This design comes from an exercise in tuning for small area, a short achievable clock period and few clock cycles per item on the open sky130 flow, not from production work. Function was checked by simulation only, so behaviour that the tests miss may differ from the original. Power is estimated from default activity; no workload was simulated.

Setup of v6:
Design attention_microkernel_engine, start of the top module:
module attention_microkernel_engine #(
    parameter int unsigned XLEN      = 32,
    parameter int unsigned MAX_K     = 256,   
    parameter int unsigned WORD_ELEMS = 4     
) (
    input  logic                   clk_i,
    input  logic                   rst_ni,
    input  logic                   cfg_valid_i,
    input  logic [$clog2(MAX_K+1)-1:0] cfg_k_i,
    input  logic signed [15:0]      cfg_scale_i,
    input  logic [3:0]             cfg_shift_i,
    input  logic signed [31:0]      cfg_clip_min_i,
    input  logic signed [31:0]      cfg_clip_max_i,
    input  logic                   cfg_enable_scale_i,
    input  logic                   cfg_enable_clip_i,
    input  logic                   load_q_valid_i,
    input  logic [$clog2((MAX_K+WORD_ELEMS-1)/WORD_ELEMS)-1:0] load_q_idx_i,
    input  logic [31:0]            load_q_word_i,
    input  logic                   load_k_valid_i,
    input  logic [$clog2((MAX_K+WORD_ELEMS-1)/WORD_ELEMS)-1:0] load_k_idx_i,
    input  logic [31:0]            load_k_word_i,
    input  logic                   start_i,
    output logic                   busy_o,
    output logic                   done_o,
    output logic                   result_valid_o,
    output logic signed [31:0]      result_o
);
Size in the first run: roughly 18000 cells after synthesis, about 4700 flip-flops, about 210 I/O pins.
Settings: LEC_CHECK=0, ABC_AREA=1, CAP_MARGIN=20, CORE_MARGIN=2, CORE_UTILIZATION=40, SLEW_MARGIN=20; clock period 17.0 ns.
standard.sh (not shown) runs the stock make flow with config.mk's settings and CLKGATE_MAP_FILE= SYNTH_SCRIPT=/design/flow/synth_recipe.tcl, a recipe that flattens the netlist after the stock synthesis.
==> flow/flow/run.sh <==
#!/bin/bash
# The standard layout (the standard.sh), with two changes to how it is made:
# - ports are buffered with buf_4 cells instead of the cell buffer_ports picks;
# - repair_timing aims for 12 ns of setup slack (a 5 ns period) instead of 0,
#   so it sizes the paths that would set the achieved period.
# The clock period and all constraints are the design's.
set -euo pipefail
bash standard.sh \
  BUFFER_PORTS_ARGS="-buffer_cell sky130_fd_sc_hd__buf_4" \
  SETUP_SLACK_MARGIN=12 \
  finish > make_finish.log 2>&1
Testbench counts of v6, summed over its fixed seeds: cycles 21,256, items 512.
Changes in v7 relative to v6:
diff --git a/flow/design.v b/flow/design.v
--- a/flow/design.v
+++ b/flow/design.v
@@ -138,16 +138,19 @@
       end
     end
   end
   logic [CNT_W-1:0]  cov_q, cov_d;
   logic              restart, ext, tok, pend_q, pend_now;
   logic [31:0]       q_rd, k_rd, q_0, q_op, k_op;
   logic [MAX_WORDS-1:0] cov_oh;
+  always_ff @(posedge clk_i or negedge rst_ni) begin
+    if (!rst_ni) cov_oh <= MAX_WORDS'(1);
+    else for (int w = 0; w < MAX_WORDS; w++) cov_oh[w] <= (cov_d[WORD_W-1:0] == WORD_W'(w));
+  end
   always_comb begin
-    for (int w = 0; w < MAX_WORDS; w++) cov_oh[w] = (cov_q[WORD_W-1:0] == WORD_W'(w));
     q_rd = '0;
     for (int w = 0; w < MAX_WORDS; w++) q_rd = q_rd | (q_mem[w] & {32{cov_oh[w] & q_vld[w]}});
   end
   assign k_rd = (kp_v && kp_i == k_head) ? kp_w : (k_ring[0] & {32{k_vld[0]}});
   assign q_0  = q_mem[0] & {32{q_vld[0]}};
   always_comb begin
     logic qbyp0, kbyp0, npos0, ext0, tok0;
@@ -1320,15 +1323,15 @@
   end
   always_ff @(posedge clk_i or negedge rst_ni) begin
     if (!rst_ni) begin
       done_q <= 1'b0;
       busy_q <= 1'b0;
     end else begin
       done_q <= prod_tok;
-      busy_q <= start_i | (busy_q & ~done_q);
+      busy_q <= start_i | pend_q | op_tok | acc_tok | prod_tok;
     end
   end
   assign busy_o         = busy_q;
   assign done_o         = done_q;
   assign result_valid_o = done_q;
   assign result_o       = res_q;
 endmodule
==> comparison <==
Worst hold margin ended up 0.029 ns lower on v7 than on v6. Clock share of power delta for v7 relative to v6: 2.7 points higher. Summary of v7 over v6: sequential area share after synthesis up 0.41 points; detailed placement HPWL up 1.3%; final cell area excluding filler cells up 1.2%. Comparing v7 and v6, count of clock-buffer cells in the layout is higher on v6. Looking at final design utilization across v7 and v6, the one that comes out lower is v6. Gate count after technology mapping across v7 and v6: no real change. In v7 relative to v6, sequential cell count had gone up slightly. v7 vs v6 — power density normalized to cell area dropped 6.7%. The share of the final layout cell area in multi-input gates of v7 falls short of that of v6 by 0.30 points.
Testbench counts of v7, summed over its fixed seeds: cycles 21,256, items 512.

-- port drivers added, routing unchanged --
Ports are ideal in the flow. The routed layouts listed here were re-timed in OpenROAD.
Step 1 (the two cells are an assumption about what drives the block):
set clk [get_ports {clk_i}]
set_driving_cell -lib_cell sky130_fd_sc_hd__clkbuf_16 $clk
set_driving_cell -lib_cell sky130_fd_sc_hd__buf_2 [delete_from_list [all_inputs] $clk]
Step 2 times the ports against the registers' clock, not the clock port: input delays grow and output delays shrink by t, the midpoint of the rising clock arrivals with the driver on.
a / b / c = ideal ports / drivers / drivers and shift; a / b = the first two.
run | shift t [ns] | setup slack, ns | hold WS [ns]
v6 | 1.116 | 11.816 / 11.696 / 10.993 | 0.350 / 0.350 / 0.350
v7 | 1.145 | 11.900 / 11.761 / 10.734 | 0.322 / 0.322 / 0.322
After both steps every run listed still meets setup and hold. For v7, which loses most, drivers alone change the setup slack by -0.139 ns; drivers and shift together by -1.166 ns.
